This is an optimization exercise on Yosys and OpenROAD, whose aim is small area and a short achievable clock period, not a production implementation.
In this exercise RTL edits were held to simulation tests only and were not proved equivalent to the original.

==> flow/design.v <==
module PIPELINE_Processor(
  input clk,
  input reset,
  output [63:0] imem_addr,
  input  [31:0] imem_rdata,
  output [63:0] dmem_addr,
  output [63:0] dmem_wdata,
  output dmem_we,
  output dmem_re,
  input  [63:0] dmem_rdata,
  output wb_en,
  output [4:0] wb_rd,
  output [63:0] wb_data
);
  reg  [63:1] pc;
  reg         ifid_r, ifid_ld, ifid_sd, ifid_br, ifid_ai;    
  reg  [31:7] ifid_ins;
  reg  [31:1] ifid_s1, ifid_s2;       
  reg         ifid_n1, ifid_n2;       
  reg  [63:1] ifid_pc;
  reg         idex_rw, idex_mr, idex_mw, idex_br;
  reg         idex_add, idex_sub, idex_and, idex_or;       
  reg  [4:0]  idex_rd;
  reg  [63:0] idex_a, idex_b, idex_sd;
  reg  [63:1] idex_tgt;
  reg         exm_rw, exm_mr, exm_mw, exm_tk;
  reg  [4:0]  exm_rd;
  reg  [63:0] exm_alu, exm_wd;
  reg  [63:1] exm_tgt;
  reg         mwb_rw;
  reg  [4:0]  mwb_rd;
  reg  [63:0] mwb_d;
  wire [63:0] rf [1:31];
  reg  [31:1] rv;
  wire [31:1] rv_nx;                  
  wire [6:0] op = imem_rdata[6:0];
  function [31:1] dec5(input [4:0] r);
    integer j;
    for (j = 1; j < 32; j = j + 1) dec5[j] = (r == j);
  endfunction
  wire [63:1] pc_inc = pc + 63'd2;
  wire [63:1] pc_nx  = exm_tk ? exm_tgt : pc_inc;
  always @(posedge clk or posedge reset)
    if (reset) begin
      pc <= 63'd0;
      ifid_r <= 1'b0; ifid_ld <= 1'b0; ifid_sd <= 1'b0; ifid_br <= 1'b0; ifid_ai <= 1'b0;
    end else begin
      pc <= pc_nx;
      ifid_r  <= (op == 7'b0110011);
      ifid_ld <= (op == 7'b0000011);
      ifid_sd <= (op == 7'b0100011);
      ifid_br <= (op == 7'b1100011);
      ifid_ai <= (op == 7'b0010011);
    end
  always @(posedge clk) begin
    ifid_ins <= imem_rdata[31:7];
    ifid_s1  <= dec5(imem_rdata[19:15]) & rv_nx;
    ifid_s2  <= dec5(imem_rdata[24:20]) & rv_nx;
    ifid_n1  <= ~|(dec5(imem_rdata[19:15]) & rv_nx);
    ifid_n2  <= ~|(dec5(imem_rdata[24:20]) & rv_nx);
    ifid_pc  <= pc;
  end
  assign imem_addr = {pc, 1'b0};
  wire [4:0] rd  = ifid_ins[11:7];
  wire [4:0] rs1 = ifid_ins[19:15];
  wire [4:0] rs2 = ifid_ins[24:20];
  wire [3:0] fn  = {ifid_ins[30], ifid_ins[14:12]};
  wire [11:0] immI = ifid_ins[31:20];
  wire [11:0] immS = {ifid_ins[31:25], ifid_ins[11:7]};
  wire [11:0] immX = ifid_sd ? immS : immI;
  wire [12:1] immB = {ifid_ins[31], ifid_ins[7], ifid_ins[30:25], ifid_ins[11:8]};
  wire [63:1] tgt  = ifid_pc + {{51{immB[12]}}, immB};
  wire [63:0] mem_val = exm_mr ? dmem_rdata : exm_alu;
  wire [31:1] e1 = ifid_s1;
  wire [31:1] e2 = ifid_s2;
  reg  [63:0] rf1, rf2;
  integer i;
  always @(*) begin
    rf1 = 64'd0; rf2 = 64'd0;
    for (i = 1; i < 32; i = i + 1) begin
      rf1 = rf1 | ({64{e1[i]}} & rf[i]);
      rf2 = rf2 | ({64{e2[i]}} & rf[i]);
    end
  end
  wire [63:0] reg1 = rf1 | {59'd0, rs1 & {5{ifid_n1}}};
  wire [63:0] reg2 = rf2 | {59'd0, rs2 & {5{ifid_n2}}};
  wire exm_fw = exm_rw & (exm_rd != 5'd0);
  wire idex_fw = idex_rw & (idex_rd != 5'd0);
  wire [63:0] res;
  wire [63:0] opa = (idex_fw && idex_rd == rs1) ? res :
                    (exm_fw && exm_rd == rs1) ? mem_val : reg1;
  wire [63:0] opb = (idex_fw && idex_rd == rs2) ? res :
                    (exm_fw && exm_rd == rs2) ? mem_val : reg2;
  always @(posedge clk or posedge reset)
    if (reset) begin
      idex_rw <= 1'b0; idex_mr <= 1'b0; idex_mw <= 1'b0; idex_br <= 1'b0;
    end else begin
      idex_rw <= ifid_r | ifid_ld | ifid_ai;
      idex_mr <= ifid_ld;
      idex_mw <= ifid_sd;
      idex_br <= ifid_br;
    end
  always @(posedge clk) begin
    idex_add  <= ~(ifid_r & (fn == 4'b1000 || fn == 4'b0111 || fn == 4'b0110));
    idex_sub  <= ifid_r & (fn == 4'b1000);
    idex_and  <= ifid_r & (fn == 4'b0111);
    idex_or   <= ifid_r & (fn == 4'b0110);
    idex_rd   <= rd;
    idex_a    <= opa;
    idex_b    <= (ifid_ld | ifid_sd | ifid_ai) ? {{52{immX[11]}}, immX} :
                 opb ^ {64{ifid_r & (fn == 4'b1000)}};
    idex_sd   <= opb;
    idex_tgt  <= tgt;
  end
  wire [63:0] a   = idex_a;
  wire [63:0] b   = idex_b;
  wire [64:0] sum = {a, 1'b1} + {b, idex_sub};       
  assign      res = ({64{idex_add | idex_sub}} & sum[64:1]) |
                    ({64{idex_and}} & (a & b)) | ({64{idex_or}} & (a | b));
  wire        eq  = (a == b);
  always @(posedge clk or posedge reset)
    if (reset) begin
      exm_rw <= 1'b0; exm_mr <= 1'b0; exm_mw <= 1'b0; exm_tk <= 1'b0;
    end else begin
      exm_rw <= idex_rw;
      exm_mr <= idex_mr;
      exm_mw <= idex_mw;
      exm_tk <= idex_br & eq;
    end
  always @(posedge clk) begin
    exm_rd  <= idex_rd;
    exm_alu <= res;
    exm_wd  <= idex_sd;
    exm_tgt <= idex_tgt;
  end
  assign dmem_addr  = exm_alu;
  assign dmem_wdata = exm_wd;
  assign dmem_we    = exm_mw;
  assign dmem_re    = exm_mr;
  always @(posedge clk or posedge reset)
    if (reset) mwb_rw <= 1'b0;
    else       mwb_rw <= exm_rw;
  always @(posedge clk) begin
    mwb_rd <= exm_rd;
    mwb_d  <= mem_val;
  end
  assign wb_en   = mwb_rw;
  assign wb_rd   = mwb_rd;
  assign wb_data = mwb_d;
  genvar g;
  generate
    for (g = 1; g < 32; g = g + 1) begin : regs
      reg [63:0] x;
      always @(posedge clk)
        if (exm_rw && exm_rd == g) x <= mem_val;
      assign rf[g] = x;
    end
  endgenerate
  always @(posedge clk or posedge reset)
    if (reset) rv <= 31'd0;
    else       rv <= rv_nx;
  assign rv_nx = rv | (dec5(exm_rd) & {31{exm_fw}});
endmodule
==> flow/config.mk <==
export PLATFORM = sky130hd
export DESIGN_NAME = PIPELINE_Processor
export DESIGN_NICKNAME = PIPELINE_Processor
export VERILOG_FILES = /design/flow/design.v
export SDC_FILE = /design/flow/constraint.sdc
export NUM_CORES = 4
export LEC_CHECK = 0
export CAP_MARGIN = 20
export CORE_MARGIN = 2
export CORE_UTILIZATION = 35
export CTS_CLUSTER_DIAMETER = 60
export CTS_CLUSTER_SIZE = 30
export PLACE_DENSITY = 0.5
export SLEW_MARGIN = 20
==> flow/constraint.sdc <==
create_clock -name core_clock -period 10.0 [get_ports {clk}]
set_input_delay 2.0000 -clock core_clock [delete_from_list [all_inputs] [get_ports {clk}]]
set_output_delay 2.0000 -clock core_clock [all_outputs]
set_load 0.01 [all_outputs]
standard.sh (not shown) runs the stock make flow with config.mk's settings and CLKGATE_MAP_FILE= SYNTH_SCRIPT=/design/flow/synth_recipe.tcl, a recipe that flattens the netlist after the stock synthesis.
==> flow/flow/run.sh <==
#!/bin/bash
set -euo pipefail
export SETUP_SLACK_MARGIN=6.3
export BUFFER_PORTS_ARGS="-buffer_cell sky130_fd_sc_hd__buf_2"
export CTS_ARGS="-sink_clustering_enable -repair_clock_nets -sink_clustering_size 30 -sink_clustering_max_diameter 60 -dont_use_dummy_load"
bash standard.sh > standard_flow.log 2>&1
Next try:
--- a/flow/design.v
+++ b/flow/design.v
@@ -14,10 +14,9 @@
 );
   reg  [63:1] pc;
   reg         ifid_r, ifid_ld, ifid_sd, ifid_br, ifid_ai;    
   reg  [31:7] ifid_ins;
-  reg  [31:1] ifid_s1, ifid_s2;       
-  reg         ifid_n1, ifid_n2;       
+  reg  [31:1] ifid_s1, ifid_s2;                             
   reg  [63:1] ifid_pc;
   reg         idex_rw, idex_mr, idex_mw, idex_br;
   reg         idex_add, idex_sub, idex_and, idex_or;       
   reg  [4:0]  idex_rd;
@@ -31,9 +30,8 @@
   reg  [4:0]  mwb_rd;
   reg  [63:0] mwb_d;
   wire [63:0] rf [1:31];
   reg  [31:1] rv;
-  wire [31:1] rv_nx;                  
   wire [6:0] op = imem_rdata[6:0];
   function [31:1] dec5(input [4:0] r);
     integer j;
     for (j = 1; j < 32; j = j + 1) dec5[j] = (r == j);
@@ -53,12 +51,10 @@
       ifid_ai <= (op == 7'b0010011);
     end
   always @(posedge clk) begin
     ifid_ins <= imem_rdata[31:7];
-    ifid_s1  <= dec5(imem_rdata[19:15]) & rv_nx;
-    ifid_s2  <= dec5(imem_rdata[24:20]) & rv_nx;
-    ifid_n1  <= ~|(dec5(imem_rdata[19:15]) & rv_nx);
-    ifid_n2  <= ~|(dec5(imem_rdata[24:20]) & rv_nx);
+    ifid_s1  <= dec5(imem_rdata[19:15]);
+    ifid_s2  <= dec5(imem_rdata[24:20]);
     ifid_pc  <= pc;
   end
   assign imem_addr = {pc, 1'b0};
   wire [4:0] rd  = ifid_ins[11:7];
@@ -70,10 +66,10 @@
   wire [11:0] immX = ifid_sd ? immS : immI;
   wire [12:1] immB = {ifid_ins[31], ifid_ins[7], ifid_ins[30:25], ifid_ins[11:8]};
   wire [63:1] tgt  = ifid_pc + {{51{immB[12]}}, immB};
   wire [63:0] mem_val = exm_mr ? dmem_rdata : exm_alu;
-  wire [31:1] e1 = ifid_s1;
-  wire [31:1] e2 = ifid_s2;
+  wire [31:1] e1 = ifid_s1 & rv;
+  wire [31:1] e2 = ifid_s2 & rv;
   reg  [63:0] rf1, rf2;
   integer i;
   always @(*) begin
     rf1 = 64'd0; rf2 = 64'd0;
@@ -81,10 +77,10 @@
       rf1 = rf1 | ({64{e1[i]}} & rf[i]);
       rf2 = rf2 | ({64{e2[i]}} & rf[i]);
     end
   end
-  wire [63:0] reg1 = rf1 | {59'd0, rs1 & {5{ifid_n1}}};
-  wire [63:0] reg2 = rf2 | {59'd0, rs2 & {5{ifid_n2}}};
+  wire [63:0] reg1 = rf1 | {59'd0, rs1 & {5{~|e1}}};
+  wire [63:0] reg2 = rf2 | {59'd0, rs2 & {5{~|e2}}};
   wire exm_fw = exm_rw & (exm_rd != 5'd0);
   wire idex_fw = idex_rw & (idex_rd != 5'd0);
   wire [63:0] res;
   wire [63:0] opa = (idex_fw && idex_rd == rs1) ? res :
@@ -157,7 +153,6 @@
     end
   endgenerate
   always @(posedge clk or posedge reset)
     if (reset) rv <= 31'd0;
-    else       rv <= rv_nx;
-  assign rv_nx = rv | (dec5(exm_rd) & {31{exm_fw}});
+    else if (exm_fw) rv[exm_rd] <= 1'b1;
 endmodule
What happened: The new run finished with timing, DRC and antenna clean. Global-route usage grows by 0.57 points. Via count grows by 1.8%. Flip-flop and latch count shrinks by 2. Routed wire length grows by 3.6%. Fmax grows by about 0.46%. Setup slack gets better by 18 ps.

-- static timing again, ports no longer ideal --
How much do the figures lean on ideal ports? The routed layouts below were timed once more, with nothing changed but the port constraints. Step 1 (the two cells are an assumption about what drives the block):
set clk [get_ports {clk}]
set_driving_cell -lib_cell sky130_fd_sc_hd__clkbuf_16 $clk
set_driving_cell -lib_cell sky130_fd_sc_hd__buf_2 [delete_from_list [all_inputs] $clk]
Step 2 also shifts input and output timing later by t, the mid clock arrival at the registers, as if the neighbouring blocks saw the same clock. Slacks: ideal ports / drivers / drivers and shift; pairs: ideal ports / drivers.
run	t, ns	slack for setup (ns)	worst hold slack (ns)	pins driven straight from the clock port
the first run	1.026	6.060 / 6.060 / 5.858	0.287 / 0.287 / 0.287	1
the second run	1.024	6.078 / 6.078 / 5.592	0.272 / 0.272 / 0.272	1
After both steps every run listed still meets setup and hold. The setup slack of the second run, which loses most, moves by 0.000 ns with the drivers and by -0.486 ns with both steps.
